What follows belongs to an exercise in optimizing a design on an open flow for small area and a short achievable clock period; a production flow would make more cautious choices.
At most, simulation tests tie the RTL to the original design; equivalence was not proved.
No functional check of the RTL was part of runs 1 and 2.
Power is estimated from default activity; no workload was simulated.

[design/flow/flow/run.sh]
#!/bin/bash
# The standard layout, with plain buf_1 cells as port buffers and timing
# repair aiming below the clock period (paths with less than SETUP_SLACK_MARGIN
# ns of slack are repaired).
set -euo pipefail
export BUFFER_PORTS_ARGS="-buffer_cell sky130_fd_sc_hd__buf_1"
export SETUP_SLACK_MARGIN=7.3
bash standard.sh > standard_flow.log 2>&1
[design/flow/standard.sh]
#!/bin/bash
# synth_recipe.tcl (not shown) runs the flow's synth.tcl, then flattens the netlist and writes it again
# the make line also repeats each setting of config.mk as NAME=value (left out here)
make -C /OpenROAD-flow-scripts/flow DESIGN_CONFIG=/design/flow/config.mk WORK_HOME=/design/flow/orfs CLKGATE_MAP_FILE= SYNTH_SCRIPT=/design/flow/synth_recipe.tcl "${@:-finish}"
[design/flow/config.mk]
export PLATFORM = sky130hd
export DESIGN_NAME = NEURON
export DESIGN_NICKNAME = NEURON
export VERILOG_FILES = /design/flow/design.v
export SDC_FILE = /design/flow/constraint.sdc
export NUM_CORES = 4
export LEC_CHECK = 0
export CAP_MARGIN = 20
export CORE_MARGIN = 2
export CORE_UTILIZATION = 55
export CTS_BUF_LIST = sky130_fd_sc_hd__clkbuf_8
export SLEW_MARGIN = 20
export SYNTH_HIERARCHICAL = 1
export TNS_END_PERCENT = 5
[design/flow/constraint.sdc]
create_clock -name core_clock -period 11.0 [get_ports {Clock}]
set_input_delay 2.2000 -clock core_clock [delete_from_list [all_inputs] [get_ports {Clock}]]
set_output_delay 2.2000 -clock core_clock [all_outputs]
set_load 0.01 [all_outputs]
[design/flow/design.v]
`timescale 1ns / 1ps
module MUL6_FA (input a, input b, input c, output s, output co);
  assign s = a ^ b ^ c;
  assign co = (a & b) | (a & c) | (b & c);
endmodule
module MUL6_HA (input a, input b, output s, output co);
  assign s = a ^ b;
  assign co = a & b;
endmodule
`timescale 1ns / 1ps
module NEURON(Clock, SignA, SignB, SignC, SignD, ExponentA, ExponentB, ExponentC, ExponentD, MantissaA, MantissaB, MantissaC, MantissaD, SignOut, ExponentOut, MantissaOut, SignOut1, ExponentOut1, MantissaOut1, SignOut2, ExponentOut2, MantissaOut2);
input Clock;
input SignA;
input SignB;
input SignC;
input SignD;
input [4:0] ExponentA;
input [4:0] ExponentB;
input [4:0] ExponentC;
input [4:0] ExponentD;
input [5:0] MantissaA;
input [5:0] MantissaB;
input [5:0] MantissaC;
input [5:0] MantissaD;
output SignOut, SignOut1, SignOut2;
output [4:0] ExponentOut, ExponentOut1, ExponentOut2;
output [5:0] MantissaOut, MantissaOut1, MantissaOut2;
wire [5:0] e1, e2;
wire [4:1] k1, k2;
MUL6_HA ea0 (ExponentA[0], ExponentB[0], e1[0], k1[1]);
MUL6_HA ec0 (ExponentC[0], ExponentD[0], e2[0], k2[1]);
genvar i;
generate for (i = 1; i < 5; i = i + 1) begin : eadd
  if (i < 4) begin : mid
    MUL6_FA ea (ExponentA[i], ExponentB[i], k1[i], e1[i], k1[i+1]);
    MUL6_FA ec (ExponentC[i], ExponentD[i], k2[i], e2[i], k2[i+1]);
  end else begin : top
    MUL6_FA ea (ExponentA[i], ExponentB[i], k1[i], e1[i], e1[5]);
    MUL6_FA ec (ExponentC[i], ExponentD[i], k2[i], e2[i], e2[5]);
  end
end endgenerate
reg [5:0] r_ma, r_mb, r_mc, r_md;
reg [5:0] r_e1, r_e2;    
reg r_t1, r_t2;          
always @(posedge Clock) begin
  r_ma <= MantissaA; r_mb <= MantissaB; r_mc <= MantissaC; r_md <= MantissaD;
  r_e1 <= e1;
  r_e2 <= e2;
  r_t1 <= SignA ~^ SignB;
  r_t2 <= SignC ~^ SignD;
end
wire [6:0] xd = {1'b0, r_e1} + {1'b0, ~r_e2};
wire e1_gt = xd[6];
wire e_eq = &xd[5:0];
wire e2_gt = ~e1_gt & ~e_eq;
wire [5:0] xd1 = xd[5:0] + 6'd1;
wire [5:0] ediff = e1_gt ? xd1 : ~xd[5:0];
wire [3:0] dsat = ediff[3:0] | {4{ediff[5] | ediff[4]}};
wire [11:0] p1, p2;
genvar q, gi, gj;
generate for (q = 0; q < 2; q = q + 1) begin : mul
  wire [5:0] a = q ? r_mc : r_ma;
  wire [5:0] b = q ? r_md : r_mb;
  wire [11:0] p;
  wire [5:0] pp [0:5];
    for (gi = 0; gi < 6; gi = gi + 1) begin : pi
      for (gj = 0; gj < 6; gj = gj + 1) begin : pj
        assign pp[gi][gj] = a[gi] & b[gj];
      end
    end
  wire s1_4, c1_4, s1_5a, c1_5a, s1_5b, c1_5b, s1_6a, c1_6a, s1_6b, c1_6b, s1_7, c1_7;
  MUL6_HA h14 (pp[0][4], pp[1][3], s1_4, c1_4);
  MUL6_FA f15 (pp[0][5], pp[1][4], pp[2][3], s1_5a, c1_5a);
  MUL6_HA h15 (pp[3][2], pp[4][1], s1_5b, c1_5b);
  MUL6_FA f16 (pp[1][5], pp[2][4], pp[3][3], s1_6a, c1_6a);
  MUL6_HA h16 (pp[4][2], pp[5][1], s1_6b, c1_6b);
  MUL6_FA f17 (pp[2][5], pp[3][4], pp[4][3], s1_7, c1_7);
  wire s2_3, c2_3, s2_4, c2_4, s2_5, c2_5, s2_6, c2_6, s2_7, c2_7, s2_8, c2_8;
  MUL6_HA h23 (pp[0][3], pp[1][2], s2_3, c2_3);
  MUL6_FA f24 (pp[2][2], pp[3][1], pp[4][0], s2_4, c2_4);
  MUL6_FA f25 (pp[5][0], c1_4, s1_5a, s2_5, c2_5);
  MUL6_FA f26 (c1_5a, c1_5b, s1_6a, s2_6, c2_6);
  MUL6_FA f27 (pp[5][2], c1_6a, c1_6b, s2_7, c2_7);
  MUL6_FA f28 (pp[3][5], pp[4][4], pp[5][3], s2_8, c2_8);
  wire s3_2, c3_2, s3_3, c3_3, s3_4, c3_4, s3_5, c3_5, s3_6, c3_6, s3_7, c3_7, s3_8, c3_8, s3_9, c3_9;
  MUL6_HA h32 (pp[0][2], pp[1][1], s3_2, c3_2);
  MUL6_FA f33 (pp[2][1], pp[3][0], s2_3, s3_3, c3_3);
  MUL6_FA f34 (s1_4, c2_3, s2_4, s3_4, c3_4);
  MUL6_FA f35 (s1_5b, c2_4, s2_5, s3_5, c3_5);
  MUL6_FA f36 (s1_6b, c2_5, s2_6, s3_6, c3_6);
  MUL6_FA f37 (s1_7, c2_6, s2_7, s3_7, c3_7);
  MUL6_FA f38 (c1_7, c2_7, s2_8, s3_8, c3_8);
  MUL6_FA f39 (pp[4][5], pp[5][4], c2_8, s3_9, c3_9);
  wire c2, c3, c4, c5;
  assign p[0] = pp[0][0];
  MUL6_HA a1 (pp[0][1], pp[1][0], p[1], c2);
  MUL6_FA a2 (s3_2, pp[2][0], c2, p[2], c3);
  MUL6_FA a3 (s3_3, c3_2, c3, p[3], c4);
  MUL6_FA a4 (s3_4, c3_3, c4, p[4], c5);
  wire [5:0] xa = {pp[5][5], s3_9, s3_8, s3_7, s3_6, s3_5};
  wire [5:0] xb = {c3_9, c3_8, c3_7, c3_6, c3_5, c3_4};
  wire xci = c5;
  wire [5:0] xp = xa ^ xb;
  wire [5:0] xg = xa & xb;
  wire xG_0_m1 = xg[0] | (xp[0] & xci);
  wire xG_2_1 = xg[2] | (xp[2] & xg[1]);
  wire xP_2_1 = xp[2] & xp[1];
  wire xG_1_m1 = xg[1] | (xp[1] & xG_0_m1);
  wire xG_2_m1 = xG_2_1 | (xP_2_1 & xG_0_m1);
  wire xG_4_3 = xg[4] | (xp[4] & xg[3]);
  wire xP_4_3 = xp[4] & xp[3];
  wire xG_5_3 = xg[5] | (xp[5] & xG_4_3);
  wire xP_5_3 = xp[5] & xP_4_3;
  wire xG_3_m1 = xg[3] | (xp[3] & xG_2_m1);
  wire xG_4_m1 = xG_4_3 | (xP_4_3 & xG_2_m1);
  wire xG_5_m1 = xG_5_3 | (xP_5_3 & xG_2_m1);
  assign p[0+5] = xp[0] ^ xci;
  assign p[1+5] = xp[1] ^ xG_0_m1;
  assign p[2+5] = xp[2] ^ xG_1_m1;
  assign p[3+5] = xp[3] ^ xG_2_m1;
  assign p[4+5] = xp[4] ^ xG_3_m1;
  assign p[5+5] = xp[5] ^ xG_4_m1;
  assign p[11] = xG_5_m1;
end endgenerate
assign p1 = mul[0].p;
assign p2 = mul[1].p;
reg [3:0] r_d;           
reg [11:0] r_x, r_y;
reg [3:0] r_amt;
reg r_swp;
always @(posedge Clock) begin
  r_d <= dsat;
  r_x <= e2_gt ? p1 : p2;
  r_y <= e2_gt ? p2 : p1;
  r_amt <= r_d & {4{e1_gt | e2_gt}};
  r_swp <= e2_gt;
end
wire [11:0] ma = r_y;
wire [11:0] mb = r_x >> r_amt;
wire same = r_t1 ~^ r_t2;
wire inv = ~same;
wire [11:0] bb = mb ^ {12{inv}};
wire [11:0] p = ma ^ bb;
wire [11:0] g = ma & bb;
wire g10 = g[1] | p[1] & g[0],    p10 = p[1] & p[0];
wire g32 = g[3] | p[3] & g[2],    p32 = p[3] & p[2];
wire g54 = g[5] | p[5] & g[4],    p54 = p[5] & p[4];
wire g76 = g[7] | p[7] & g[6],    p76 = p[7] & p[6];
wire g98 = g[9] | p[9] & g[8],    p98 = p[9] & p[8];
wire gba = g[11] | p[11] & g[10], pba = p[11] & p[10];
wire g30 = g32 | p32 & g10,       p30 = p32 & p10;
wire g74 = g76 | p76 & g54,       p74 = p76 & p54;
wire gb8 = gba | pba & g98,       pb8 = pba & p98;
wire g50 = g54 | p54 & g30,       p50 = p54 & p30;
wire g70 = g74 | p74 & g30,       p70 = p74 & p30;
wire gb0 = gb8 | pb8 & g70;        
wire g60 = g[6] | p[6] & g50,     p60 = p[6] & p50;
wire g80 = g[8] | p[8] & g70,     p80 = p[8] & p70;
wire g90 = g98 | p98 & g70,       p90 = p98 & p70;
wire ga0 = g[10] | p[10] & g90,   pa0 = p[10] & p90;
wire ci = inv & gb0;
wire [11:6] cc;
assign cc[6]  = g50 | p50 & ci;
assign cc[7]  = g60 | p60 & ci;
assign cc[8]  = g70 | p70 & ci;
assign cc[9]  = g80 | p80 & ci;
assign cc[10] = g90 | p90 & ci;
assign cc[11] = ga0 | pa0 & ci;
wire flip = inv & ~gb0;
wire [5:0] su = p[11:6] ^ cc[11:6];
wire [5:0] m = su ^ {6{flip}};
wire c = gb0;
wire [11:0] kl = ma | mb;
wire zsub = p50 & p[6] & p[7] & pb8;    
wire z = inv ? zsub : (~p[0] & (p[11:1] == kl[10:0]));
wire ta = r_swp ? r_t2 : r_t1;   
wire tb = r_swp ? r_t1 : r_t2;   
wire s = same ? r_t1 : ((c | (r_swp & zsub)) ? ta : tb);
wire [5:0] E = e1_gt ? r_e1 : r_e2;
wire ge33 = E[5] & |E[4:0];
wire ge32 = E[5];
wire ge31 = E[5] | &E[4:0];
wire ge30 = E[5] | &E[4:1];
wire ge29 = E[5] | (&E[4:2] & (E[1] | E[0]));
wire ge28 = E[5] | &E[4:2];
wire e0 = ~|E;
reg q_s, q_zero, q_ge33, q_ge32, q_eq31, q_eq30, q_eq29, q_eq28;
reg [5:0] q_m;
reg [4:0] q_e;
always @(posedge Clock) begin
  q_s <= s;
  q_m <= m;
  q_e <= E[4:0];
  q_zero <= ~s & e0 & z;
  q_ge33 <= ge33;
  q_ge32 <= ge32;
  q_eq31 <= ge31 & ~ge32;
  q_eq30 <= ge30 & ~ge31;
  q_eq29 <= ge29 & ~ge30;
  q_eq28 <= ge28 & ~ge29;
end
wire q_m5 = q_m[5];
wire q_m432 = &q_m[4:2];
wire q_m54 = &q_m[5:4];
wire zero = q_zero;
wire eq32 = q_ge32 & ~q_ge33;
reg [4:0] te; reg [5:0] tm;
always @* begin
  if (zero) begin te = 5'b00000; tm = 6'b000000; end
  else if (q_ge32) begin te = 5'b01111; tm = 6'b000000; end
  else if (q_eq31 & q_m5) begin te = 5'b01110; tm = 6'b111000; end
  else if (q_eq31) begin te = 5'b01110; tm = 6'b101100; end
  else if (q_eq30) begin te = 5'b01110; tm = {5'b10000, ~q_s}; end
  else if (q_eq29) begin te = 5'b01101; tm = 6'b011000; end
  else if (q_eq28) begin te = 5'b01100; tm = 6'b011110; end
  else begin te = 5'b01011; tm = 6'b001000; end
end
reg [4:0] se; reg [5:0] sm;
always @* begin
  if (zero) begin se = 5'b01110; sm = 6'b000000; end
  else if (~q_s) begin
    if (q_ge33) begin se = 5'b00000; sm = 6'b000000; end
    else if (eq32) begin se = 5'b01011; sm = 6'b000000; end
    else if (q_eq31 & q_m432) begin se = 5'b01100; sm = 6'b010000; end
    else if ((q_eq30 & q_m54) | q_eq31) begin se = 5'b01101; sm = 6'b000001; end
    else if (q_eq30) begin se = 5'b01101; sm = 6'b011000; end
    else begin se = 5'b01101; sm = 6'b110100; end
  end else begin
    if (q_ge33) begin se = 5'b01111; sm = 6'b000000; end
    else if (eq32) begin se = 5'b01110; sm = 6'b111010; end
    else if (q_eq31 & q_m432) begin se = 5'b01110; sm = 6'b110000; end
    else if ((q_eq30 & q_m54) | q_eq31) begin se = 5'b01110; sm = 6'b100000; end
    else if (q_eq30) begin se = 5'b01110; sm = 6'b010100; end
    else begin se = 5'b01110; sm = 6'b000110; end
  end
end
assign SignOut = q_s;
assign ExponentOut = te;
assign MantissaOut = tm;
assign SignOut1 = 1'b1;
assign ExponentOut1 = se;
assign MantissaOut1 = sm;
assign SignOut2 = q_s;
assign ExponentOut2 = q_s ? q_e : 5'd0;
assign MantissaOut2 = q_s ? q_m : 6'd0;
endmodule
==> results of run 1 <==
[where the power goes]
group | switching, mW | internal (mW) | total (mW)
clock network | 0.130 | 0.0913 | 0.221
registers | 0.0926 | 0.419 | 0.512
logic | 0.475 | 0.458 | 0.933
total | 0.697 | 0.969 | 1.67
[registers in the layout (all words and copies together) (netlist names), 4 cells and up]
register and cells:
r_ma 6, q_m 6, r_d 4, q_e 5, r_md 6, r_e1 6, r_e2 6, r_y 12
r_mb 6, r_mc 6, r_amt 4, r_x 12
[cells in the final DEF (no fill, tap or decap), drive strengths merged, types with 25 or more instances in the layout]
master / count
a21oi: 25
xnor2: 35
mux2: 26
dfxtp: 90
inv: 38
fa: 51
nand2: 29
ha: 43
buf: 92
and2: 82
[timing repair]
action	in CTS	in global routing
gates resized for setup	22	9
endpoints found under the setup margin	31	28
pin swaps	0	4
buffers inserted	2	8
[critical path: cells and delay by family (launching register included)]
kind                   cells  cell delay, ns
AOI/OAI and AO/OA          3            0.56
DFF                        1            0.37
buffers and inverters      2            0.32
[modules after synthesis (local to each module, per instance)]
module   cell area (sq um)  flops+latches  cells
MUL6_HA               12.5              0      1
NEURON                5510             90    586
MUL6_FA               20.0              0      1
[final cells by class]
| class | count | area [sq um] | share of cell area (%) |
|---|---|---|---|
| timing repair buffer | 92 | 389 | 5.36 |
| inverter | 33 | 124 | 1.71 |
| clock inverter | 6 | 47.5 | 0.655 |
| multi-input combinational | 498 | 4560 | 62.8 |
| clock buffer | 10 | 138 | 1.90 |
| sequential | 90 | 1820 | 25.1 |
| tap | 143 | 179 | 2.47 |
[cells by family (layout without fill, tap and decap cells)]
kind of cell	count (synthesis)	in the layout	synth area share [%]
mux	56	56	10.8
simple gates	200	200	17.1
flops	90	90	27.4
fa+ha+maj	94	94	23.7
buf+inv	57	141	4.53
other cells	2	3	0.114
xor+xnor	39	39	5.31
compound gates	106	106	11.0
[final timing paths]
check | start | end | depth (start not counted)
setup reg to reg | r_amt[0] | q_zero | 12
hold / removal | r_d[3] | r_amt[3] | 1
setup / recovery | q_eq30 | MantissaOut1[4] | 5
hold reg to reg | r_d[3] | r_amt[3] | 1
[metal layers]
layer	global-route usage, %	share of wire, %	vias up	routed length [um]
met2	37.5	50	142	6700
met4	8.46	2.0	0	276
met1	29.1	44	2351	5960
li1	-	-	2377	-
met3	3.32	4.2	29	570
met5	0	0	-	0
==> notes.md, run 1 <==
- Result of the run: no timing/DRC/antenna violations
* Pin count of the biggest net entering global routing: 26
* Placed Area: slightly below 0.007 sq mm
- At the end of routability-driven placement, the weighted congestion stood at 0.909.
* Worst path arrival time: around 1.6 ns
* Largest cells by area after synthesis: dfxtp_1, fa_1, ha_1
- Full die area: 0.0128 sq mm
- In the synthesized netlist, the number of instances is 644.
* Global-route wire length before repair: ~23,000 um
- Pin slew with the least headroom to its limit: roughly 1.1 ns
- Antenna violations before repair: 0
- After detailed routing, the number of vias per cell comes to 5.62.
- For this run, the slowest stage of the critical path takes around 0.37 ns.
- The pre-antenna-repair detailed-routing pass consisted of 4 iterations.
- Timing analysis after detailed placement gives a worst setup slack of between 6 and 7 ns.
- Once detailed placement completed, the half-perimeter wirelength came to 10,600 um.
- Of all nets on the critical path, the largest fanout is 5.
- Die outline width: approximately 110 um
- The number of placed instances, taps included, is approximately 850.
- Final global-route overflow total: 0
* Total negative slack: 0 ns
- Clock insertion delay at the later pin of the skew report: 0.38 ns
- Counting the fill cells in the layout gives 989.
- The die is about 110 um tall.
- ANT nets after route: 0
- Post-route non-filler standard cell count: approximately 870
- In this run the count of I/O pins placed on the die edge is 85.
* Clock-pin slew of the registers on the worst-case setup and hold paths: 0.09 ns
- After synthesis the cells add up to around 0.0066 sq mm.
- Yosys printed 7 warnings.
- Average instance area after synthesis: around 10 sq um
- On the final layout, the worst clock skew is 0.00743 ns.
* Net count of the finished layout: 867
- Number of synthesized flops with an enable pin: 0
* Total wire length after detailed routing: between 10,000 and 15,000 um
- Power density over the cells: 230 mW/mm^2
* Sequential area share after synthesis: a little over a quarter
- For this run, design rule violations remaining after detail routing come to 0.
* Highest clock frequency the design can meet: 0.262 GHz
- Unrepaired setup endpoints after global routing: true
- The detailed router finished its first iteration with approximately 140 violations.
* Post-synth top area cell: dfxtp_1
- IR analysis of the VDD net gives a maximum drop of 0.0835 mV.
- STA classifies the critical path startpoint as a flip-flop.
- By instance count, the cell type seen most on the critical path is a31oi_1.
* Count of vias placed by the detailed router: roughly 4,900
- Setup Viol. Count Final: 0
- Share of async-settable or async-resettable flops after synthesis: 0%
- For this run, the share of the core covered by cells in the final layout is about 63%.
* Routed wire length per instance: about 15 um
- Slew margin rel.: about 28%
- Cts-stage hold buffer count: 0
- For the worst setup path, the data required time is just under 9 ns.
* Number of H-tree branching levels: 3
- Traced cell by cell, the critical path runs through buf_4 -> a31oi_1 -> o21ai_0 -> a31oi_1 -> buf_1.
- Top flip-flop cell by instance count after synthesis: dfxtp_1
* Row Count: 39
* Leakage: 3.10 nW
- Synthesis instantiated between 70 and 80 different standard cells from the library.
- The finished cells cover a little over 0.007 sq mm.
- The worst setup path is captured at an output pin.
- TritonCTS created 9 clock buffers.
- Critical path type: reg -> out
- The synthesized design devotes to its leading area cell type 27.4% of total area.
- The count of final max-slew check failures is 0.
* Classification of the worst-slack hold path: reg -> reg
- In the final layout, the share of cells above drive strength 1 is between 10% and 20%.
* Sinks on Clock Net: 90
- Antenna diode instance count: 0
* Number of I/O port buffers: about 80
* Number of register bits inferred by synthesis: 90
- The worst path uses 34.7% of the clock period.
* Syn-to-layout area delta: 10.4%
* Hold Violations, Final: 0
- The total area inside the core boundary comes to 0.0115 sq mm.
* Worst reg-to-reg setup slack: roughly 7.3 ns
- Clock tree from TritonCTS: built
- Across all setup checks in the final design, the least slack found is 7.18 ns.
- The worst path in the final design needs a cycle of roughly 3.8 ns, including I/O delays and setup.
- Counting along the longest clock path gives a buffer depth of 2.
- For this configuration, the core starts out at a cell density of 57.1%.
- Via count of the first global-routing pass: roughly 4,800
- Across every metal layer, demand over resource in global routing totals between 20% and 30%.
- Root Buffer Master: clkbuf_8
- Leading post-synthesis cells by instance count: dfxtp_1, and2_1, fa_1
* Number of max-capacitance violations reported: 0
- Pwr Total: 1.67 mW
- Cell type of the slowest stage on the worst timing path: dfxtp_4
- Among all cell types in the netlist, the one instantiated most often is dfxtp_1.
* Fin Hold WS: between 0.4 and 0.5 ns
==> run 2: changes to the inputs <==
--- a/design/flow/design.v
+++ b/design/flow/design.v
@@ -49,11 +49,32 @@
   r_t1 <= SignA ~^ SignB;
   r_t2 <= SignC ~^ SignD;
 end
-wire [6:0] xd = {1'b0, r_e1} + {1'b0, ~r_e2};
+genvar x;
+wire [6:0] xd;
+wire [5:0] ne2 = ~r_e2;
+wire [5:1] xc;
+MUL6_HA xh0 (r_e1[0], ne2[0], xd[0], xc[1]);
+generate for (x = 1; x < 6; x = x + 1) begin : xdr
+  if (x < 5) begin : m
+    MUL6_FA xf (r_e1[x], ne2[x], xc[x], xd[x], xc[x+1]);
+  end else begin : t
+    MUL6_FA xf (r_e1[x], ne2[x], xc[x], xd[x], xd[6]);
+  end
+end endgenerate
 wire e1_gt = xd[6];
 wire e_eq = &xd[5:0];
 wire e2_gt = ~e1_gt & ~e_eq;
-wire [5:0] xd1 = xd[5:0] + 6'd1;
+wire [5:0] xd1;              
+wire [5:1] ic;
+assign xd1[0] = ~xd[0];
+assign ic[1] = xd[0];
+generate for (x = 1; x < 6; x = x + 1) begin : inc
+  if (x < 5) begin : m
+    MUL6_HA ih (xd[x], ic[x], xd1[x], ic[x+1]);
+  end else begin : t
+    assign xd1[x] = xd[x] ^ ic[x];
+  end
+end endgenerate
 wire [5:0] ediff = e1_gt ? xd1 : ~xd[5:0];
 wire [3:0] dsat = ediff[3:0] | {4{ediff[5] | ediff[4]}};
 wire [11:0] p1, p2;
@@ -184,12 +205,16 @@
 wire ge29 = E[5] | (&E[4:2] & (E[1] | E[0]));
 wire ge28 = E[5] | &E[4:2];
 wire e0 = ~|E;
-reg q_s, q_zero, q_ge33, q_ge32, q_eq31, q_eq30, q_eq29, q_eq28;
+reg q_s, q_sn, q_zero, q_ge33, q_ge32, q_eq31, q_eq30, q_eq29, q_eq28;
 reg [5:0] q_m;
+reg q_m432, q_m54;      
 reg [4:0] q_e;
 always @(posedge Clock) begin
   q_s <= s;
+  q_sn <= ~s;
   q_m <= m;
+  q_m432 <= &m[4:2];
+  q_m54 <= &m[5:4];
   q_e <= E[4:0];
   q_zero <= ~s & e0 & z;
   q_ge33 <= ge33;
@@ -200,8 +225,6 @@
   q_eq28 <= ge28 & ~ge29;
 end
 wire q_m5 = q_m[5];
-wire q_m432 = &q_m[4:2];
-wire q_m54 = &q_m[5:4];
 wire zero = q_zero;
 wire eq32 = q_ge32 & ~q_ge33;
 reg [4:0] te; reg [5:0] tm;
@@ -218,7 +241,7 @@
 reg [4:0] se; reg [5:0] sm;
 always @* begin
   if (zero) begin se = 5'b01110; sm = 6'b000000; end
-  else if (~q_s) begin
+  else if (q_sn) begin
     if (q_ge33) begin se = 5'b00000; sm = 6'b000000; end
     else if (eq32) begin se = 5'b01011; sm = 6'b000000; end
     else if (q_eq31 & q_m432) begin se = 5'b01100; sm = 6'b010000; end
--- a/design/flow/config.mk
+++ b/design/flow/config.mk
@@ -7,7 +7,7 @@
 export LEC_CHECK = 0
 export CAP_MARGIN = 20
 export CORE_MARGIN = 2
-export CORE_UTILIZATION = 55
+export CORE_UTILIZATION = 60
 export CTS_BUF_LIST = sky130_fd_sc_hd__clkbuf_8
 export SLEW_MARGIN = 20
 export SYNTH_HIERARCHICAL = 1
==> run 2 against run 1 <==
  * Critical path depth is 1 lower
  * Hold slack worse by 0.0015 ns
  * Routed wire length rose by 4.0%
  * Sequential share of layout area increased by 0.47 points
  * Cell area rose by 2.5%
  * Critical path type unchanged
  * Largest cell class unchanged
==> notes.md, run 2 <==
- Setup slack of the critical path after layout: around 7.3 ns
- At the end of the flow, the number of nets in the layout was 896.
- The final-report hold violation count was 0.
* Logic depth of the worst path, buffers included: 4
- Summed instance area of the synthesized netlist: ~0.0066 sq mm
- Routed wire length per instance: between 15 and 20 um
* Final global-route overflow total: 0
- Summing all flip-flop and latch instances after layout gives 0.00190 sq mm.
- In the final layout, the share of cells above drive strength 1 is about 15%.
- Max-cap violations in this run came to 0.
* Classification of the worst-slack hold path: reg -> reg
- The number of antenna diodes in the final layout is 0.
- Pin slew with the least headroom to its limit: 0.692 ns
* Kind of cell with the highest combined delay on the critical path: simple AND/OR/NAND/NOR gates
- Routability-driven placement finished with a final weighted congestion of 0.958.
* Worst clock skew: between 0.01 and 0.015 ns
- The flow ran to the end and the layout has no timing, DRC or antenna violations.
- Leading post-synthesis cells by instance count: dfxtp_1, and2_1, fa_1
- Combinational family with the most area after synthesis: adder cells
* Startpoint types: flip-flop
- Full die area: 0.0119 sq mm
* Detailed Routing Iterations Pass 1: 6
- The synthesized netlist devotes 10.7% of its cell area to compound gates.
- Worst setup timing slack at the placement stage: ~6.3 ns
- Number of I/O port buffers: between 80 and 90
- Counting flops with a built-in enable in the synthesized netlist gives 0.
- Data on the critical path is required at its endpoint by just under 9 ns.
* Critical path type: reg -> out
- The clock tree synthesis step divided the H-tree into 3 levels.
* Critical path origin: q_zero
- Total area of multi-input combinational cells: 0.00466 sq mm
- On the critical path, the stage with the largest delay is an instance of dfxtp_4.
- Average instance area after synthesis: 9.82 sq um
* Setup Viol. Count Final: 0
- Power spread over the standard cell area amounts to 241 mW/mm^2.
- Setup slack on the worst reg-to-reg path comes out at approximately 7.3 ns.
* Adder-Cell Fraction of Synth Area: roughly a quarter
- Measured along the y axis, the die boundary spans between 100 and 150 um.
* Commonest cells after routing, fill and taps aside: and2_1, buf_1, dfxtp_1, fa_1, nand2_1
* Synthesis warning total: 7
- Unrepaired setup endpoints after global routing: true
- The count of final max-slew check failures is 0.
- Counting flops with an async set or reset pin after synthesis yields a share of 0%.
* Commonest non-fill, non-tap cell in the layout: and2_1
- Buffer and inverter count on the worst path: 1
- Count of vias placed by the detailed router: 4,960
* Sinks on Clock Net: 93
- Worst Setup End Kind: output pin
- After synthesis, the netlist uses 64 different library cells.
- Once detailed placement completed, the half-perimeter wirelength came to about 11,000 um.
- Via count of the first global-routing pass: about 4,800
- Syn-to-layout area delta: 12.4%
- The synthesized netlist devotes roughly 5.6% of its cell area to XOR and XNOR gates.
- The number of hold buffers added after CTS was 0.
- Worst path arrival time: 1.51 ns
- The first global-routing pass estimated roughly 23,000 um of wire.
- In the routed layout, each cell is associated on average with a via count of ~5.5.
- Clock tree synthesis inserted a total of 9 buffers.
* Library cell with the highest instance count after synthesis: dfxtp_1
- The cell count after synthesis came out at 674.
- Sequential area share after synthesis: between 20% and 30%
- The largest single stage delay on the critical path is roughly 0.4 ns.
* Total negative slack: 0 ns
* Antenna violations before repair: 0
* Reg2reg path depth: 11
* DRC: 0
* Number of DRC markers after the initial detailed-route iteration: 327
- Die outline width: roughly 110 um
* Share of cell area taken by muxes after synthesis: 8.07%
- After clock tree synthesis, the clock-pin slew on the worst setup and hold paths is ~0.10 ns.
* Min cycle time layout: approximately 3.7 ns
- Maximum resistive drop on vdd: roughly 0.13 mV
- Top flip-flop cell by instance count after synthesis: dfxtp_1
- In this run the standard cell core region covers between 0.01 and 0.015 sq mm.
- Static timing analysis puts the maximum clock frequency at around 0.27 GHz.
* Registers with the most flip-flops: r_x (12), r_y (12)
- Final critical-path share of the clock period: 33.8%
- Total wire length after detailed routing: between 10,000 and 15,000 um
- The cell sitting at the root of the clock tree is a clkbuf_8.
- The critical path goes through or2_2 -> nor2b_2 -> and2_1 -> buf_2.
- Clock latency on the worst-skew pair, taken at its later pin, is approximately 0.38 ns.
- Along the worst path, the maximum fanout reaches 11.
- Deepest clock path buffer count: 2
* ANT nets after route: 0
* Starting density of the core: between 60% and 70%
- The synthesized netlist devotes a little under a fifth of its cell area to simple gates.
- During I/O placement, the number of pins put on the boundary was 85.
- Across every metal layer, demand over resource in global routing totals 24.9%.
- TritonCTS built the clock tree.
- The worst register-to-register path ends at r_y[1].
* Post-synth top area cell: dfxtp_1
* Leakage: 3.24 nW
- Headroom to the max-slew limit came out at 52.7%.
- Ranked by total cell area, the synthesized netlist is headed by dfxtp_1, fa_1, and2_1.
- Number of register bits inferred by synthesis: just over 90
* Crit path to: MantissaOut[2]
* Pin count of the biggest net entering global routing: 23
- The startpoint identified for the worst register-to-register timing path is r_e2[0].
- Row Count: 38
* Layout filler cell count: between 800 and 900
* Synth top area share: between 20% and 30%
==> run 2: changes by cell type after synthesis, moves of 6 or more <==
cell and change:
nand2_1 +14, xor2_1 +14, xnor2_1 -10, nor2_1 +9, clkbuf_1 +8, mux2_2 -8, o211ai_1 +6
==> run 2: worst min-delay path by stage <==
stage	from	cells after the start	end
after CTS	r_d[3]	1	r_amt[3]
final	r_d[1]	1	r_amt[1]
after global placement	r_d[1]	1	r_amt[1]
after global routing	r_d[1]	1	r_amt[1]
after detailed placement	r_d[1]	1	r_amt[1]
after floorplan	r_d[0]	1	r_amt[0]
==> run 2: per-stage QoR <==
step / instance area, sq um / util [%] / power (mW) / hold WS [ns] / cells
floorplan: 6640 / - / 1.28 / 0.414 / 675
global placement: 6980 / 64.6 / 1.47 / 0.426 / 868
detailed placement: 6980 / 64.6 / 1.50 / 0.445 / 868
CTS: 7230 / 67.0 / 1.74 / 0.463 / 886
global route: 7440 / 68.9 / 1.94 / 0.459 / 895
finish: 7440 / 68.9 / 1.79 / 0.445 / 895
==> run 2: logic make-up after synthesis <==
family	after synthesis
multiplexers	46
XOR/XNOR	42
AND/OR/NAND/NOR	228
other	2
adder cells (fa/ha/maj)	96
flip-flops	93
AO/OA/AOI/OAI	104
buffers and inverters	63
==> run 2: cell type report <==
type / instances / share of cell area, %
Sequential cell: 93 / 25.6
Tap cell: 140 / 2.36
Inverter: 34 / 1.72
Multi-Input combinational cell: 520 / 62.6
Clock inverter: 5 / 0.589
Timing Repair Buffer: 93 / 5.28
Clock buffer: 10 / 1.85
==> run 2: worst reg2reg max path: stages, from the launching register on <==
cell and delay (ns):
dfxtp_1 0.32, inv_1 0.05, ha_1 0.18, fa_1 0.38, fa_1 0.39, fa_1 0.39, fa_1 0.39, fa_2 0.46
nand3_1 0.20, nor2_4 0.10, nor2_4 0.34, mux2_2 0.39
==> run 2: per-module statistics from Yosys (local to each module, per instance) <==
module	flip-flops and latches	times used
NEURON	93	1
MUL6_FA	0	49
MUL6_HA	0	19
==> run 2: what timing repair did <==
item / CTS / global route
pin swaps: 2 / 19
endpoints found under the hold margin: 0 / 0
resized for setup: 20 / 45
gates cloned: 1 / 0
buffers inserted: 2 / 9
endpoints found under the setup margin: 49 / 52
==> run 2: per-layer routing <==
layer / vias up / global-route usage [%] / wire [um]
met3: 15 / 5.50 / 665
met5: - / 0 / 0
met2: 138 / 42.5 / 7020
li1: 2450 / - / -
met4: 0 / 6.04 / 170
met1: 2357 / 32.3 / 6190
==> run 2: report_power, final <==
group	leakage, nW	switching [mW]	total, mW	internal (mW)
sequential	0.783	0.108	0.543	0.435
clock	0.0873	0.125	0.215	0.0901
combinational	2.37	0.554	1.04	0.483
==> run 3: changes to the inputs <==
--- a/design/flow/design.v
+++ b/design/flow/design.v
@@ -207,14 +207,11 @@
 wire e0 = ~|E;
 reg q_s, q_sn, q_zero, q_ge33, q_ge32, q_eq31, q_eq30, q_eq29, q_eq28;
 reg [5:0] q_m;
-reg q_m432, q_m54;      
 reg [4:0] q_e;
 always @(posedge Clock) begin
   q_s <= s;
   q_sn <= ~s;
   q_m <= m;
-  q_m432 <= &m[4:2];
-  q_m54 <= &m[5:4];
   q_e <= E[4:0];
   q_zero <= ~s & e0 & z;
   q_ge33 <= ge33;
@@ -225,6 +222,8 @@
   q_eq28 <= ge28 & ~ge29;
 end
 wire q_m5 = q_m[5];
+wire q_m432 = &q_m[4:2];
+wire q_m54 = &q_m[5:4];
 wire zero = q_zero;
 wire eq32 = q_ge32 & ~q_ge33;
 reg [4:0] te; reg [5:0] tm;
--- a/design/flow/flow/run.sh
+++ b/design/flow/flow/run.sh
@@ -4,5 +4,5 @@
 # ns of slack are repaired).
 set -euo pipefail
 export BUFFER_PORTS_ARGS="-buffer_cell sky130_fd_sc_hd__buf_1"
-export SETUP_SLACK_MARGIN=7.3
+export SETUP_SLACK_MARGIN=7.1
 bash standard.sh > standard_flow.log 2>&1
==> run 3 against run 2 <==
  * Still clean
  * Die area down 4.4%
  * Maximum frequency down 5.7%
  * Non-clock buffer count decreased by 6
  * Critical path type unchanged
==> notes.md, run 3 <==
- Result of the run: no timing/DRC/antenna violations
- Input and output buffers added on the ports amount to 81.
- Classification of the worst-slack hold path: reg -> reg
- Leakage: 3.04 nW
- Total area of multi-input combinational cells: 0.00441 sq mm
- Critical path origin: q_m[5]
- After synthesis, the mean cell area works out to around 10 sq um.
- In the final timing run, aggregate negative setup slack is 0 ns.
- The die is 107 um tall.
* Commonest cells after routing, fill and taps aside: and2_1, dfxtp_1, buf_1, fa_1, ha_1
- The endpoint identified for the worst register-to-register timing path is r_x[9].
- Number of register bits inferred by synthesis: 91
- Worst reg-to-reg setup slack: between 7 and 8 ns
- Core region area: about 0.01 sq mm
- Hold repair after CTS inserted 0 buffers.
* Root Buffer Master: clkbuf_8
- For this block, the via count after detailed routing is between 4,000 and 5,000.
- Full die area: between 0.01 and 0.015 sq mm
* Unrepaired setup endpoints after global routing: true
* Global-route wire length before repair: between 20,000 and 25,000 um
- Before antenna repair, the detailed router went through 4 iterations.
- Of the post-synthesis cell area, the dominant cell type holds 28.8%.
- Worst path required time: between 8 and 9 ns
- The final-report hold violation count came to 0.
* M2 GR Usage: 42.6%
- Post-synth top area cell: dfxtp_1
- The initial utilization of the core area, before any placement, comes to 61.5%.
* Met3 Resource Use GR: between 3 and 4%
- Registers take roughly 0.0018 sq mm.
- Top flip-flop cell by instance count after synthesis: dfxtp_1
* Clock-pin slew of the registers on the worst-case setup and hold paths: around 0.1 ns
- Counting the buffers created by CTS gives 9.
* Pin count of the biggest net entering global routing: 25
* Final global-route overflow total: 0
- For this run, the total global-route usage over all layers was measured as roughly a quarter.
- Clock insertion delay at the later pin of the skew report: approximately 0.38 ns
* Reg2reg path depth: 14
- IR analysis of the VDD net gives a maximum drop of approximately 0.11 mV.
* Combinational family with the most area after synthesis: adder cells
* Number of H-tree branching levels: 3
- Registers with the most flip-flops: r_x (12), r_y (12)
- Measured against the total synthesized area, the mux share comes to approximately a tenth.
* Number of max-capacitance violations reported: 0
* GR met1 Demand/Resource: between 20 and 30%
* Global-route layer with the greatest usage: met2
- Syn-to-layout area delta: 11.8%
- Max-slew violation count: 0
* ANT nets after route: 0
* Min cycle time layout: 3.94 ns
- Slew margin rel.: 54.4%
- Counting flops with an async set or reset pin after synthesis yields a share of 0%.
* Final core utilization: about 70%
* Worst Setup End Kind: output pin
- The critical path is of the reg -> out type.
* Largest fanout on the critical path: 5
* Number of synthesized flops with an enable pin: 0
- The clock net in this run drives a total of 91 sinks.
* Number of DRC markers after the initial detailed-route iteration: 230
* Setup Viol. Count Final: 0
- In this run the power density over the cells is about 240 mW/mm^2.
- DRC: 0
* Top-Level Pins: 85
- Final critical-path share of the clock period: between 30% and 40%
- Worst path arrival time: approximately 1.7 ns
- After synthesis, the netlist uses between 60 and 70 different library cells.
- Based on the critical path, the design can be clocked at up to about 0.25 GHz.
- The wire-length estimate of the detail-placed layout is 10,300 um.
* Post-detailed-route via-to-cell ratio: between 5 and 6
* Via count of the first global-routing pass: ~4,500
- Antenna diode instance count: 0
- After synthesis, flip-flops and latches occupy between 20% and 30% of the total area.
- Row generation in the floorplan step produced 37 rows.
- The clock passes through at most 2 buffers.
* Clock tree from TritonCTS: built
- Antenna violations before repair: 0
* Largest cells by area after synthesis: dfxtp_1, fa_1, and2_1
* Library cell with the highest instance count after synthesis: dfxtp_1
* Die outline width: ~110 um
* Parity-gate share of the synthesized area counting xor and xnor cells: ~4.7%
* Routability Congestion: slightly above 0.9
- Post-Synth Simple-Gate Area: 18.6%
* Count of mapped cells out of synthesis: approximately 620
* Worst flop-to-flop path startpoint: r_mc[0]
* Summed instance area of the synthesized netlist: around 0.0063 sq mm
- At the pin with the least slew margin, the transition time is around 0.68 ns.
* Layout filler cell count: 827
- Crit path to: MantissaOut1[4]
- Synthesized-area fraction occupied by ao, oa, aoi and oai cells: a little under a tenth
- After the last flow step, the layout net total stands at around 840.
* Synthesis warning total: 7
- Of the cells placed in the final design, the portion with a size suffix greater than 1 is 11.7%.
- Sorting the synthesized cells by how often they occur yields dfxtp_1, and2_1, fa_1.
- Adder-Cell Fraction of Synth Area: about a quarter
* Total wire length after detailed routing: roughly 13,000 um
* Worst clock skew: roughly 0.011 ns
- Leaving out fill and tap cells, the most frequent cell in the layout is and2_1.
- In the final routed layout, each cell accounts on average for between 15 and 20 um.
- Startpoint types: flip-flop
-- run 3: cell types whose count changed after synthesis, moves of 4 or more --
cell,previous run,this run
xnor2_1,25,18
nand2_1,43,32
mux2_2,16,20
inv_1,34,25
o211ai_1,7,2
mux2i_1,26,20
o22ai_1,6,0
-- run 3: worst max-delay path, cell delays in order (launching register included) --
cell	delay, ns
dfxtp_2	0.36
a31oi_4	0.19
a41oi_1	0.08
o21a_1	0.20
a2111oi_2	0.33
buf_2	0.19
-- run 3: metal layers --
layer  wire (um)  vias to the layer above
met4         197                        0
met1        5630                     2205
li1            -                     2267
met3         490                       20
met5           0                        -
met2        6610                      112
-- run 3: through the flow --
stage	worst slack [ns]	instances	cell area, sq um	hold WS (ns)	power, mW
final	7.06	835	7060	0.444	1.66
after global routing	6.99	835	7060	0.457	1.79
after CTS	7.02	831	6950	0.449	1.63
after detailed placement	6.66	813	6710	0.424	1.39
after global placement	6.77	813	6710	0.422	1.36
after floorplan	7.06	618	6340	0.414	1.18
-- run 3: timing repair --
action | CTS | global route
resized for setup | 9 | 21
setup buffers | 1 | 4
pin swaps | 2 | 0
cloned | 1 | 0
hold endpoints to repair | 0 | 0
endpoints found under the setup margin | 34 | 42
-- run 3: area by class of cell --
| cell class | instances | area share [%] |
|---|---|---|
| inverter | 25 | 1.33 |
| clock inverter | 6 | 0.957 |
| sequential | 91 | 26.0 |
| clock buffer | 10 | 1.95 |
| tap | 136 | 2.41 |
| timing repair buffer | 87 | 4.96 |
| multi-input combinational | 480 | 62.4 |
-- run 3: how the worst min path moves through the flow --
stage	startpoint	end	slack, ns	depth (start not counted)
3_5_place_dp	r_d[3]	r_amt[3]	0.42	1
5_1_grt	r_d[1]	r_amt[1]	0.46	1
6_report	r_d[1]	r_amt[1]	0.44	1
2_1_floorplan	r_d[0]	r_amt[0]	0.41	1
3_3_place_gp	r_d[1]	r_amt[1]	0.42	1
4_1_cts	r_d[3]	r_amt[3]	0.45	1
-- run 3: kinds of logic (layout without fill, tap and decap cells) --
kind of cell / count (synthesis) / after routing
XOR/XNOR: 34 / 34
flip-flops: 91 / 91
AND/OR/NAND/NOR: 213 / 214
AO/OA/AOI/OAI: 85 / 85
multiplexers: 48 / 48
buffers and inverters: 48 / 128
adder cells (fa/ha/maj): 96 / 96
other: 2 / 3
-- run 3: report_power, final --
group          total [mW]  internal, mW  switching (mW)
Combinational       0.895         0.436           0.459
Sequential          0.534         0.425           0.109
Clock               0.232        0.0961           0.135
Total                1.66         0.957           0.703
-- run 3: Yosys stat by module, one instance, submodules excluded --
module   cells inside  copies in the design  flip-flops and latches
MUL6_FA             1                    49                       0
NEURON            549                     1                      91
MUL6_HA             1                    19                       0
==> run 4: changes to the inputs <==
--- a/design/flow/flow/run.sh
+++ b/design/flow/flow/run.sh
@@ -4,5 +4,5 @@
 # ns of slack are repaired).
 set -euo pipefail
 export BUFFER_PORTS_ARGS="-buffer_cell sky130_fd_sc_hd__buf_1"
-export SETUP_SLACK_MARGIN=7.1
+export SETUP_SLACK_MARGIN=7.3
 bash standard.sh > standard_flow.log 2>&1
==> run 4 against run 3 <==
  * Hold slack is essentially flat
  * Sequential cell count did not move
  * Combinational power is 0.8% higher
==> notes.md, run 4 <==
- The run finished with no timing, DRC or antenna violations.
- Of the available clock period, the critical path in the final layout requires about a third.
* Maximum resistive drop on vdd: between 0.1 and 0.15 mV
* Number of I/O port buffers: about 80
- Cts-stage hold buffer count: 0
- Cell variety after synth: 62
- Sequential area share after synthesis: approximately 29%
- The analysis attributes to cell leakage a power of approximately 3.1 nW.
- Library cell with the highest instance count after synthesis: dfxtp_1
- The count of final max-slew check failures was 0.
- The tree built by TritonCTS fans out to just over 90 sinks.
* Top-Level Pins: 85
- Final global-route overflow total: 0
- Dividing the detail-routed wire length by the instance count gives between 15 and 20 um.
* Summed instance area of the synthesized netlist: around 0.0063 sq mm
- The H-tree was split into 3 levels.
* Total wire length after detailed routing: around 13,000 um
- Once layout is complete, the utilization of the core stands at between 60 and 70%.
- Layout filler cell count: approximately 810
* Critical path type: reg -> out
- The Yosys step of the flow raised 7 warnings.
- Slowest cell delay on critical path: 0.37 ns
* Number of DRC markers after the initial detailed-route iteration: around 190
* Adder-Cell Fraction of Synth Area: between 20% and 30%
* Pin slew with the least headroom to its limit: approximately 0.65 ns
* Detailed Routing Iterations Pass 1: 5
* Share of cell area taken by muxes after synthesis: around a tenth
- Global-route wire length before repair: ~22,000 um
* Commonest cells after routing, fill and taps aside: and2_1, buf_1, dfxtp_1, fa_1, ha_1
* Cell type of the slowest stage on the worst timing path: dfxtp_4
- Largest fanout on the critical path: 2
- The synthesized netlist devotes between 4 and 5% of its cell area to XOR and XNOR gates.
- Power spread over the standard cell area amounts to ~230 mW/mm^2.
- In the routed layout, each cell is associated on average with a via count of 5.54.
* Worst path required time: around 8.8 ns
- Among all flip-flop cells after synthesis, the most frequent one is dfxtp_1.
- Full die area: around 0.011 sq mm
* Net count of the finished layout: approximately 840
- Min cycle time layout: 3.82 ns
- HPWL reported at the end of detailed placement: 10,300 um
* Classification of the worst-slack hold path: reg -> reg
- Setup repair after global routing could not meet its margin everywhere.
* Number of register bits inferred by synthesis: 91
- The root buffer cell chosen for the clock tree is clkbuf_8.
- Count of mapped cells out of synthesis: around 600
- Hold Violations, Final: 0
- Summing the areas of all compound-gate instances in the mapped netlist gives just over 9% of the synthesized area.
- The core region is 0.0103 sq mm.
* Via count of the first global-routing pass: 4,552
- Cells along the critical path: a31oi_4 -> a41oi_1 -> o21a_1 -> a2111oi_2 -> buf_2
* Buffer and inverter count on the worst path: 1
- Post-synth top area cell: dfxtp_1
* Worst clock skew: between 0.009 and 0.01 ns
- 0 antenna diodes ended up in the layout.
- Adding up every negative setup slack in the final design gives 0 ns.
* Cts bufs inserted: 9
- Die height: roughly 110 um
- After floorplanning, the core was divided into 37 placement rows.
- Largest cells by area after synthesis: dfxtp_1, fa_1, and2_1
* Global router's overall resource usage: between 20% and 30%
* Clock-pin slew of the registers on the worst-case setup and hold paths: 0.10 ns
* Worst reg-to-reg setup slack: between 7 and 8 ns
* Combinational family with the most area after synthesis: adder cells
* Fraction of layout cells with a size suffix above 1: approximately 14%
* Starting density of the core: 61.5%
- The cell family contributing the most delay on the critical path is compound AO/OA/AOI/OAI gates.
- Count of vias placed by the detailed router: 4,635
- Routability Congestion: roughly 0.9
- Commonest non-fill, non-tap cell in the layout: and2_1
- Worst Setup End Kind: output pin
- Each instance of the synthesized netlist takes up on average around 10 sq um.
- The worst setup path is launched from a flip-flop.
- Setup violations remaining at the end of the flow were counted as 0.
* Post-Synth Simple-Gate Area: a little under a fifth
- Synth top area share: between 20% and 30%
- The clock passes through at most 2 buffers.
* Pin count of the biggest net entering global routing: 25
* ANT nets after route: 0
- After layout, the design draws a total of between 1.5 and 2 mW.
- The worst pin sits at a relative slew slack of between 50% and 60%.
- Leading post-synthesis cells by instance count: dfxtp_1, and2_1, fa_1
- In the routed design, unresolved DRC markers number 0.
- Clock tree from TritonCTS: built
- For this run, asynchronously set or reset flops after synthesis account for 0%.
- At the later pin of the worst-skew pair, clock insertion delay measures approximately 0.38 ns.
- From left edge to right edge, the die measures between 100 and 150 um.
- Antenna violations before repair: 0
* Registers with the most flip-flops: r_x (12), r_y (12)
* Highest clock frequency the design can meet: ~0.26 GHz
* Number of synthesized flops with an enable pin: 0
* Number of max-capacitance violations reported: 0
* Syn-to-layout area delta: 12.6%
- Worst path arrival time: between 1.5 and 2 ns
run 4: cell counts after synthesis:
Identical to the previous run, type by type.
run 4: timing repair:
action                     4_1_cts  5_1_grt
pin swaps                        5        2
setup endpoints to repair       44       57
setup buffers                    2        5
resized for setup               26       25
gates cloned                     1        0
run 4: report_power, final:
| group | internal [mW] | leakage [nW] | switching [mW] | total (mW) |
|---|---|---|---|---|
| Sequential | 0.427 | 0.765 | 0.109 | 0.536 |
| Combinational | 0.440 | 2.19 | 0.461 | 0.902 |
| Clock | 0.0961 | 0.106 | 0.135 | 0.231 |
| Total | 0.963 | 3.06 | 0.706 | 1.67 |
run 4: area by class of cell:
class                           instances  area [sq um]  area share (%)
Multi-Input combinational cell        480          4430            62.2
Timing Repair Buffer                   89           365            5.13
Sequential cell                        91          1850            26.1
Clock inverter                          6          67.6           0.950
Clock buffer                           10           138            1.93
Tap cell                              136           170            2.39
Inverter                               25          93.8            1.32
run 4: Yosys stat by module (local to each module, per instance):
module | area (sq um) | times used | cells inside
MUL6_HA | 12.5 | 19 | 1
MUL6_FA | 20.0 | 49 | 1
NEURON | 5100 | 1 | 549
run 4: logic make-up (layout without fill, tap and decap cells):
logic type | Yosys count | in the layout
and+or+nand+nor | 213 | 214
xor gates and xnor gates | 34 | 34
buffers and inverters | 48 | 130
adders and majority gates | 96 | 96
other | 2 | 3
DFF | 91 | 91
muxes | 48 | 48
AOI/OAI and AO/OA | 85 | 85
run 4: layer usage:
| layer | routed length, um | part of all wire [%] | track usage [%] |
|---|---|---|---|
| met1 | 5480 | 42 | 29.7 |
| met2 | 6640 | 51 | 42.8 |
| met3 | 601 | 4.6 | 3.83 |
| met4 | 232 | 1.8 | 7.98 |
| met5 | 0 | 0 | 0 |
run 4: worst paths after layout:
kind / cells after the start / to / startpoint
max: 5 / MantissaOut1[4] / q_m[5]
max reg2reg: 13 / q_zero / r_amt[0]
min: 1 / r_amt[1] / r_d[1]
min reg2reg: 1 / r_amt[1] / r_d[1]
run 4: metrics by stage:
| step | hold WS (ns) | std cells | cell area, sq um | setup slack [ns] |
|---|---|---|---|---|
| 3_3_place_gp | 0.422 | 813 | 6710 | 6.77 |
| 3_5_place_dp | 0.424 | 813 | 6710 | 6.66 |
| 2_1_floorplan | 0.414 | 618 | 6340 | 7.06 |
| 6_report | 0.444 | 837 | 7120 | 7.18 |
| 5_1_grt | 0.457 | 837 | 7120 | 7.09 |
| 4_1_cts | 0.449 | 832 | 7000 | 7.11 |
==> run 5: changes to the inputs <==
--- a/design/flow/config.mk
+++ b/design/flow/config.mk
@@ -7,7 +7,7 @@
 export LEC_CHECK = 0
 export CAP_MARGIN = 20
 export CORE_MARGIN = 2
-export CORE_UTILIZATION = 60
+export CORE_UTILIZATION = 65
 export CTS_BUF_LIST = sky130_fd_sc_hd__clkbuf_8
 export SLEW_MARGIN = 20
 export SYNTH_HIERARCHICAL = 1
==> run 5 against run 4 <==
  * Critical path depth stayed put
  * Routed wire length is 9.4% higher
  * Register-to-register slack worse by 0.03 ns
  * Largest cell class unchanged
  * First-iteration DRC count is 13% lower
  * Still clean on timing, DRC and antenna
  * Via count is 4.6% higher
==> notes.md, run 5 <==
- Result of the run: no timing/DRC/antenna violations
- Hold worst-path end: r_amt[1]
* Commonest cells after routing, fill and taps aside: and2_1, buf_1, dfxtp_1, fa_1, ha_1
- Highest clock frequency the design can meet: 0.262 GHz
- Worst Setup End Kind: output pin
* Worst reg-to-reg setup slack: 7.24 ns
- ANT nets after route: 0
- The region available for standard cell placement spans around 0.0093 sq mm.
* Power density over the cells: approximately 240 mW/mm^2
- The clock passes through at most 2 buffers.
- In the post-synthesis netlist, the biggest area contributors are dfxtp_1, fa_1, and2_1.
* Number of H-tree branching levels: 3
- The first global-routing pass estimated 22,000 um of wire.
- In this run, synthesis inferred 0 flip-flops with an integrated enable.
- DRC: 0
- The mapped netlist covers roughly 0.0063 sq mm.
- Startpoint types: flip-flop
* Pin slew with the least headroom to its limit: just over 0.5 ns
* Post-detailed-route via-to-cell ratio: 5.75
* Antenna violations before repair: 0
* Root Buffer Master: clkbuf_8
* Total negative slack: 0 ns
- Compared with the post-synthesis result, the final layout area differs by 15.9%.
- TritonCTS created 9 clock buffers.
- Number of I/O port buffers: between 80 and 90
- The worst-case IR drop observed on VDD is approximately 0.11 mV.
* Number of max-capacitance violations reported: 0
- For this run, the leading register cell type out of synthesis is dfxtp_1.
- Summing the sequential cell areas from Yosys gives slightly below 30% of the chip area.
- Leaving out fill and tap cells, the most frequent cell in the layout is and2_1.
* Number of stages on the worst hold path: 1
* Largest fanout on the critical path: 5
* Clock insertion delay at the later pin of the skew report: 0.37 ns
* Final global-route overflow total: 0
- At the end of the flow the core is filled with cells to between 70% and 80%.
- Post-synth top area cell: dfxtp_1
- Min cycle time layout: 3.82 ns
* Cell type of the slowest stage on the worst timing path: dfxtp_4
* Worst path required time: slightly below 9 ns
* Leakage: between 3 and 4 nW
* Top-Level Pins: 85
- Dividing the detail-routed wire length by the instance count gives approximately 17 um.
- In this run the critical register-to-register path is launched from r_ma[0].
- The final-report hold violation count was 0.
* Slowest cell delay on critical path: around 0.4 ns
- In this run the tightest slew margin relative to its limit is 65.5%.
* Setup slack of the critical path after layout: around 7.2 ns
- From left edge to right edge, the die measures ~100 um.
* Starting density of the core: about two thirds
- Library cell with the highest instance count after synthesis: dfxtp_1
- Classification of the worst-slack hold path: reg -> reg
- After filler insertion, the fill cell instance count of the layout stands at between 600 and 700.
- Sinks on Clock Net: 91
- Registers with the most flip-flops: r_x (12), r_y (12)
* Die height: about 100 um
- 0 antenna diodes ended up in the layout.
- STA puts the critical path data arrival time at roughly 1.6 ns.
- Count of vias placed by the detailed router: approximately 4,800
- Number of DRC markers after the initial detailed-route iteration: ~170
* Via count of the first global-routing pass: between 4,000 and 5,000
* Synth top area share: 28.8%
* Reg2reg path depth: 13
- Max-slew violation count: 0
- The finished cells cover 0.00732 sq mm.
- For this run, the number of Yosys warnings is 7.
- Detailed placement ended at an HPWL of 10,600 um.
* Fraction of layout cells with a size suffix above 1: about 18%
- The die covers roughly 0.011 sq mm.
* Pin count of the biggest net entering global routing: 25
- Unrepaired setup endpoints after global routing: true
- Cells along the critical path: a31oi_4 -> a41oi_2 -> o21a_1 -> a2111oi_4 -> buf_2
- Reg2Reg Capture Point: r_x[9]
- In this run the most critical hold path is launched from r_d[1].
- Summing all placed instances gives a cell area of roughly 0.0067 sq mm.
- By count the netlist is led by dfxtp_1, and2_1, fa_1.
- Share of async-settable or async-resettable flops after synthesis: 0%
* Cts-stage hold buffer count: 0
- By startpoint and endpoint, the worst setup path is classified as reg -> out.
* Global router's overall resource usage: approximately 27%
- Average instance area after synthesis: about 10 sq um
- For this run, the post-layout net count is approximately 850.
- Area occupied by registers: roughly 0.0018 sq mm
* Number of register bits inferred by synthesis: between 90 and 100
- Setup violations remaining at the end of the flow were counted as 0.
* Worst clock skew: between 0.01 and 0.015 ns
- After clock tree synthesis, the clock-pin slew on the worst setup and hold paths is approximately 0.10 ns.
- For this run, the detailed router's first-pass iteration total came to 5.
- Cell variety after synth: just over 60
- The congestion estimate from routability-driven global placement came to ~0.94.
- Count of mapped cells out of synthesis: 617
- At the placement stage, the worst setup path has a slack of ~6.6 ns.
- The worst path uses a little over a third of the clock period.
- The multi-input combinational cells in the finished layout cover a total of approximately 0.0046 sq mm.
* Row Count: 35
- Total wire length after detailed routing: ~14,000 um
* Clock tree from TritonCTS: built
## run 5: layout make-up
| class | instances | share of cell area, % |
|---|---|---|
| inverters | 25 | 1.28 |
| clock buffers | 9 | 1.69 |
| repair buffers | 102 | 6.58 |
| well taps | 129 | 2.20 |
| flip-flops and latches | 91 | 25.2 |
| clock inverters | 7 | 0.786 |
| multi-input cells | 480 | 62.2 |
## run 5: cell families after synthesis
logic type | synth area share, %
AO/OA/AOI/OAI | 9.27
XOR/XNOR | 4.71
adder cells (fa/ha/maj) | 25.5
buffers and inverters | 3.25
flip-flops | 28.8
multiplexers | 9.65
other | 0.119
AND/OR/NAND/NOR | 18.6
## run 5: per-stage QoR
step                instances  hold slack [ns]  total power [mW]
floorplan                 618            0.414              1.18
global placement          806            0.421              1.36
detailed placement        806            0.441              1.39
CTS                       834            0.447              1.65
global route              843            0.470              1.88
finish                    843            0.446              1.76
## run 5: worst max path at each step
stage	from	endpoint	slack, ns	depth (start not counted)
floorplan	ExponentA[0]	r_e1[4]	7.06	5
global placement	r_e2[0]	r_y[2]	6.78	9
detailed placement	r_e2[0]	r_x[2]	6.63	9
CTS	q_m[4]	MantissaOut1[4]	7.23	5
global route	q_eq31	MantissaOut1[4]	7.10	5
finish	q_eq31	MantissaOut1[4]	7.18	5
## run 5: worst max-delay path, delay by kind of cell (launching register included)
family                 cells  cell delay (ns)
AOI/OAI and AO/OA          4             0.67
DFF                        1             0.39
buffers and inverters      1             0.20
## run 5: Yosys stat by module, one instance, submodules excluded
module | times used | flip-flops and latches | cells
NEURON | 1 | 91 | 549
MUL6_FA | 49 | 0 | 1
MUL6_HA | 19 | 0 | 1
## run 5: routing by layer
layer	part of all wire (%)	GRT usage (%)	wire length, um	up-vias
met1	40	32.1	5670	2371
met4	1.3	9.03	179	0
li1	-	-	-	2298
met2	54	51.0	7670	160
met3	4.6	2.98	652	19
met5	0	0	0	-
## run 5: timing repair
item,4_1_cts,5_1_grt
resized for setup,34,42
gates cloned,1,0
pin swaps,6,11
setup buffers,11,9
endpoints found under the setup margin,43,55
## run 5: power by group
part / switching [mW] / leakage (nW) / internal [mW]
Clock: 0.133 / 0.0938 / 0.0862
Sequential: 0.115 / 0.764 / 0.426
Combinational: 0.509 / 2.28 / 0.488
Total: 0.756 / 3.14 / 1.00

-- afterwards: timing with drivers on the ports --
The flow's constraints put no driver on any port. The routed layouts listed below were extracted and timed again, unchanged, in two steps.
Step 1, drivers: a clkbuf_16 drives Clock and a buf_2 each remaining input, both assumed.
Step 2 also shifts input and output timing later by t, the mid clock arrival at the registers, as if the neighbouring blocks saw the same clock.
Slacks: no drivers / after step 1 / after step 2; pairs: no drivers / after step 1.
| run | t (ns) | slack for setup (ns) | clock arrival spread, ns |
|---|---|---|---|
| run 1 | 0.408 | 7.182 / 7.148 / 6.939 | 0.008 / 0.008 |
| run 2 | 0.412 | 7.287 / 7.251 / 6.904 | 0.012 / 0.013 |
| run 3 | 0.410 | 7.062 / 7.029 / 6.928 | 0.013 / 0.014 |
| run 4 | 0.412 | 7.179 / 7.146 / 6.932 | 0.011 / 0.010 |
| run 5 | 0.401 | 7.179 / 7.143 / 6.910 | 0.011 / 0.010 |
After both steps every run listed still meets setup and hold. The setup slack of run 2, which loses most, moves by -0.036 ns with the drivers and by -0.383 ns with both steps.
